Source: an optimization exercise on an open RTL-to-GDS flow (aim: small area and a short achievable clock period). Production flows keep margins and buffers that such runs may drop. Only simulation tests tie the RTL to the original design; equivalence was not proved.

### flow/config.mk
export PLATFORM = sky130hd
export DESIGN_NAME = systolic_array
export DESIGN_NICKNAME = systolic_array
export VERILOG_FILES = /design/flow/design.v
export SDC_FILE = /design/flow/constraint.sdc
export NUM_CORES = 4
export LEC_CHECK = 0
export CAP_MARGIN = 20
export CORE_MARGIN = 2
export CORE_UTILIZATION = 40
export SLEW_MARGIN = 20
### flow/constraint.sdc
create_clock -name core_clock -period 9.0 [get_ports {clk}]
set_input_delay 1.8000 -clock core_clock [delete_from_list [all_inputs] [get_ports {clk}]]
set_output_delay 1.8000 -clock core_clock [all_outputs]
set_load 0.01 [all_outputs]
### flow/design.v
module pe #(
    parameter DATA_W = 16
) (
    input  logic clk,
    input  logic rst_n,
    input  logic signed [DATA_W-1:0] a_in,
    input  logic signed [DATA_W-1:0] b_in,
    input  logic signed [2*DATA_W-1:0] acc_in,
    input  logic valid_in,             
    output logic ready_out,            
    output logic signed [DATA_W-1:0] a_out,
    output logic signed [DATA_W-1:0] b_out,
    output logic signed [2*DATA_W-1:0] acc_out,
    output logic valid_out,            
    input  logic ready_in              
);
    logic reg_valid0, reg_valid1;
    logic signed [DATA_W-1:0] a0, b0, a1, b1;
    logic signed [2*DATA_W-1:0] acc0, acc1;
    assign ready_out = !(reg_valid0 && reg_valid1);
    assign valid_out = reg_valid1;
    assign a_out = a1;
    assign b_out = b1;
    assign acc_out = acc1;
    always_ff @(posedge clk or negedge rst_n) begin
        if (!rst_n) begin
            reg_valid0 <= 0;
            reg_valid1 <= 0;
            a0 <= '0; b0 <= '0; acc0 <= '0;
            a1 <= '0; b1 <= '0; acc1 <= '0;
        end else begin
            if (reg_valid1 && ready_in) begin
                reg_valid1 <= 0;
            end
            if (reg_valid0 && !reg_valid1) begin
                reg_valid1 <= 1;
                a1 <= a0;
                b1 <= b0;
                acc1 <= acc0 + $signed(a0) * $signed(b0);
                reg_valid0 <= 0;
            end
            if (valid_in && ready_out) begin
                reg_valid0 <= 1;
                a0 <= a_in;
                b0 <= b_in;
                acc0 <= acc_in;
            end
        end
    end
endmodule
module systolic_array #(
    parameter DATA_W = 16,
    parameter DIM = 4
) (
    input  logic clk,
    input  logic rst_n,
    input  logic [DIM*DATA_W-1:0] a_in,  
    input  logic [DIM*DATA_W-1:0] b_in,  
    input  logic valid_in,
    output logic [DIM*2*DATA_W-1:0] c_out,
    output logic valid_out
);
    logic [DIM*DIM*DATA_W-1:0] a_out_sig;
    logic [DIM*DIM*DATA_W-1:0] b_out_sig;
    logic [DIM*DIM*2*DATA_W-1:0] acc_out_sig;
    logic [DIM*DIM-1:0] valid_out_sig;
    logic [DIM*DIM-1:0] ready_out_sig;
    genvar i, j;
    generate
        for (i = 0; i < DIM; i++) begin : row
            for (j = 0; j < DIM; j++) begin : col
                logic signed [DATA_W-1:0] local_a_in;
                logic signed [DATA_W-1:0] local_b_in;
                logic signed [2*DATA_W-1:0] local_acc_in;
                logic local_valid_in;
                logic local_ready_in;
                if (j == 0) begin
                    assign local_a_in = a_in[i*DATA_W +: DATA_W];
                end else begin
                    assign local_a_in = a_out_sig[(i*DIM+j-1)*DATA_W +: DATA_W];
                end
                if (i == 0) begin
                    assign local_b_in = b_in[j*DATA_W +: DATA_W];
                end else begin
                    assign local_b_in = b_out_sig[((i-1)*DIM+j)*DATA_W +: DATA_W];
                end
                if (j == 0) begin
                    assign local_acc_in = '0;
                end else begin
                    assign local_acc_in = acc_out_sig[(i*DIM+j-1)*2*DATA_W +: 2*DATA_W];
                end
                if (j == 0) begin
                    assign local_valid_in = valid_in;
                end else begin
                    assign local_valid_in = valid_out_sig[i*DIM+j-1];
                end
                if (j == DIM-1) begin
                    assign local_ready_in = 1'b1;  
                end else begin
                    assign local_ready_in = ready_out_sig[i*DIM+j+1];
                end
                pe #(.DATA_W(DATA_W)) pe_inst (
                    .clk(clk),
                    .rst_n(rst_n),
                    .a_in(local_a_in),
                    .b_in(local_b_in),
                    .acc_in(local_acc_in),
                    .valid_in(local_valid_in),
                    .ready_out(ready_out_sig[i*DIM+j]),
                    .a_out(a_out_sig[(i*DIM+j)*DATA_W +: DATA_W]),
                    .b_out(b_out_sig[(i*DIM+j)*DATA_W +: DATA_W]),
                    .acc_out(acc_out_sig[(i*DIM+j)*2*DATA_W +: 2*DATA_W]),
                    .valid_out(valid_out_sig[i*DIM+j]),
                    .ready_in(local_ready_in)
                );
                if (j == DIM-1) begin
                    assign c_out[i*2*DATA_W +: 2*DATA_W] = acc_out_sig[(i*DIM+j)*2*DATA_W +: 2*DATA_W];
                end
            end
        end
    endgenerate
    assign valid_out = valid_out_sig[DIM*DIM-1];
endmodule
### flow/run.sh
#!/bin/bash
# synth_recipe.tcl (not shown) runs the flow's synth.tcl, then flattens the netlist and writes it again
# the make line also repeats each setting of config.mk as NAME=value (left out here)
make -C /OpenROAD-flow-scripts/flow DESIGN_CONFIG=/design/flow/config.mk WORK_HOME=/design/flow/orfs CLKGATE_MAP_FILE= SYNTH_SCRIPT=/design/flow/synth_recipe.tcl finish
==> notes.md <==
cell usage after synthesis, types with 11 or more instances:
master / n
a211o_1: 13
clkbuf_1: 821
o21a_1: 67
xnor2_1: 385
a21o_1: 195
o31ai_1: 59
or3_1: 29
o21ai_0: 533
a21boi_1: 20
fa_1: 4552
nor3_1: 75
o41ai_1: 15
ha_1: 1504
and3_1: 40
nand2_1: 2843
nor3b_1: 16
a21oi_1: 314
buf_1: 24
nor2b_1: 37
nand3_1: 65
mux2_2: 1198
nand2b_1: 134
o21bai_1: 51
a211oi_1: 60
o31a_1: 11
nor2_1: 398
o211ai_1: 24
dfrtp_1: 1824
nand4_1: 21
xor2_1: 207
inv_1: 5196
a31oi_1: 42
and2_1: 1992
o21ai_1: 69
worst max-delay path, cell delays in order, from the launching register on:
cell and delay (ns):
dfrtp_1 0.81, nand2_1 0.17, fa_1 0.55, fa_1 0.52, fa_1 0.53, inv_1 0.07
fa_1 0.49, fa_1 0.49, inv_1 0.05, fa_1 0.47, inv_1 0.04, ha_1 0.33
and4_1 0.25, nand4_1 0.11, a2111oi_0 0.93, nor3b_1 0.22, o31ai_1 0.57, a21oi_1 0.17
or4b_1 0.52, nand3_1 0.08
final timing paths:
kind / start / to / slack, ns / cells after the start
worst min-delay path: row[0].col[2].pe_inst.a1[15]$_DFFE_PN0P_ / row[0].col[2].pe_inst.a1[15]$_DFFE_PN0P_ / 0.47 / 2
worst max register to register: row[1].col[0].pe_inst.b0[1]$_DFFE_PN0P_ / row[1].col[0].pe_inst.acc1[28]$_DFFE_PN0P_ / 1.58 / 19
worst max-delay path: row[1].col[0].pe_inst.b0[1]$_DFFE_PN0P_ / row[1].col[0].pe_inst.acc1[28]$_DFFE_PN0P_ / 1.58 / 19
worst min register to register: row[0].col[2].pe_inst.a1[15]$_DFFE_PN0P_ / row[0].col[2].pe_inst.a1[15]$_DFFE_PN0P_ / 0.47 / 2
min in group asynchronous: rst_n / row[3].col[3].pe_inst.reg_valid0$_DFFE_PN0P_ / 0.71 / 1
max in group asynchronous: rst_n / row[0].col[3].pe_inst.acc1[23]$_DFFE_PN0P_ / 6.04 / 3
metrics by stage:
step	instances	util (%)	hold slack, ns	area [um2]
floorplan	23019	-	0.438	234000
global placement	30361	41.9	0.453	245000
detailed placement	30361	41.9	0.459	245000
CTS	30773	43.2	0.456	253000
global route	30778	43.3	0.493	253000
finish	30786	43.3	0.471	253000
sequential cells by signal, indices dropped and copies added, names as in the netlist:
register / flops
row.col.pe_inst.a1: 192
row.col.pe_inst.reg_valid1: 16
row.col.pe_inst.acc1: 512
row.col.pe_inst.reg_valid0: 16
row.col.pe_inst.b0: 256
row.col.pe_inst.b1: 192
row.col.pe_inst.acc0: 384
row.col.pe_inst.a0: 256
cell families after synthesis:
kind of cell	after synthesis	share of synthesized area (%)
DFF	1824	19.5
xor gates and xnor gates	592	2.21
adders and majority gates	6056	46.9
muxes	1201	5.77
buffers and inverters	6045	9.68
AOI/OAI and AO/OA	1595	4.24
and+or+nand+nor	5706	11.7
layer usage:
metal | global-route usage [%] | vias up
met5 | 0 | -
met4 | 7.87 | 2
met3 | 2.01 | 796
met2 | 34.8 | 3068
met1 | 27.2 | 79473
li1 | - | 68496
layout make-up:
type	instances	area (um2)	area share [%]
clock inverter	114	1360	0.536
inverter	5199	19500	7.72
sequential	1824	45600	18.0
tap	7782	9740	3.85
clock buffer	298	6310	2.50
antenna	10	25.0	0.00989
multi-input combinational	15150	166000	65.8
timing repair buffer	409	3940	1.56
==> key figures <==
Run status
  • Status: no timing/DRC/antenna violations

Route
  • Routed WL: 594,000 um
  • Met2 routed WL: 288,000 um
  • ANT nets after route: 0
  • Vias per inst: 4.93
  • DRT met1 WL: 255,000 um
  • Wire per inst: 19.3 um
  • Routed met3 length: 23,400 um
  • DRC errors left: 0
  • Top Layer Used: met5
  • Vias: 152k
  • First DRT Iteration DRCs: 8,020
  • Drt pass-1 iters: 6

Synth
  • Post-Syn Instances: 23.0k
  • Yosys reg bits: 1,824
  • Commonest register cell after synthesis: dfrtp_1
  • Synth Cell Area: 0.234 mm2
  • Number of flops mapped to enable cells by yosys: 0
  • Largest area contributor in the netlist: fa_1
  • Yosys cell types: 91
  • Syn Nets: 29.2k
  • Seq/Total Area, Yosys: 19.5%
  • Yosys warns: 1
  • Synth async-reset ratio: 100%
  • Top cell type's share of synthesized area: 38.9%
  • Synth Area per Inst: 10.2 um2
  • Area contributors post-synth: fa_1, dfrtp_1, inv_1

STA
  • Final setup fails: 0
  • Slew @ Worst Pin: 1.10 ns
  • Worst setup margin: 1.58 ns
  • Final Critical Period: 7.42 ns
  • Final Max Tran Viols: 0
  • Layout Skew: 0.0748 ns
  • RSZ-0062 raised after global routing: no
  • Final hold vios: 0
  • Slew HR: 26.9%
  • Period utilization: 82.4%
  • Final setup TNS: 0 ns
  • FMAX: 0.135 GHz

Hold path
  • Hold Crit Class: reg2reg

CTS
  • CTS Sinks: 1,824
  • Total setup buffers inserted after CTS: 0
  • TritonCTS clock tree: yes
  • Num CTS Buffers: 223
  • H-tree depth: 4
  • Clock slew at reported path FFs: 0.06 ns
  • Clock latency on the worst-skew pair: 0.98 ns
  • Post-CTS Resized: 0
  • Deepest clock path buffer count: 4
  • Clock root cell: clkbuf_16
  • Hold buffer count at CTS: 0

Floorplanning
  • Boundary pin count: 260
  • Initial core utilization: 40.1%
  • Row count: 281
  • Die width: 770 um
  • Die area: 0.592 mm2
  • Core Area: 0.585 mm2
  • Die Y: 770 um

Worst setup path
  • Crit Path Category: reg2reg
  • Critical path required time: 9.87 ns
  • Crit end category: flip-flop
  • Critical Path Fanout Max: 18
  • CP arrival: 8.29 ns
  • Crit path launch type: flip-flop

GRT
  • Largest net degree at the start of global routing: 131
  • Vias in the first global route: 166k
  • Global router's overall resource usage: 20.5%
  • Initial antenna violation count: 24
  • First-pass GRT wire length: 955,000 um
  • Gr ovfl total: 0

Placed design
  • Placer congestion estimate: 0.885
  • Worst slack, placed: 1.67 ns
  • DP HPWL: 475,000 um
  • Port bufs: 259

Final layout
  • Commonest non-fill, non-tap cell in the layout: inv_1
  • Layout cells sized above 1: 7.83%
  • Fillers: 56.2k
  • Final Net Count: 29.0k
  • Area growth syn-to-layout: 7.87%
  • Most frequent cells in the layout: inv_1, fa_1, nand2_1, and2_1, dfrtp_1

Flow run
  • MaxCap Viol Count: 0

[what the ideal ports hide]
No port has a modelled driver above. Below, the same layout with a new extraction and two added sets of constraints.
Step 1: set_driving_cell puts a clkbuf_16 on clk and a buf_2 on each other input, an assumption about the parent block.
Step 2 adds t to the input delays and takes it off the output delays; t is the mean of the earliest and latest rising clock arrival at the registers after step 1. Input paths then give back, and output paths get back, about the clock's delay inside the block.
Slacks: ideal ports / drivers / drivers and shift; pairs: ideal ports / drivers.
t (ns): 1.070
setup WS [ns]: 1.580 / 1.580 / 1.580
worst setup path after step 2: register to register
slew at the worst register clock pin (ns): 0.07 / 0.07
After both steps setup and hold are still met in this run. The setup slack of this run moves by 0.000 ns with the drivers and by 0.000 ns with both steps.
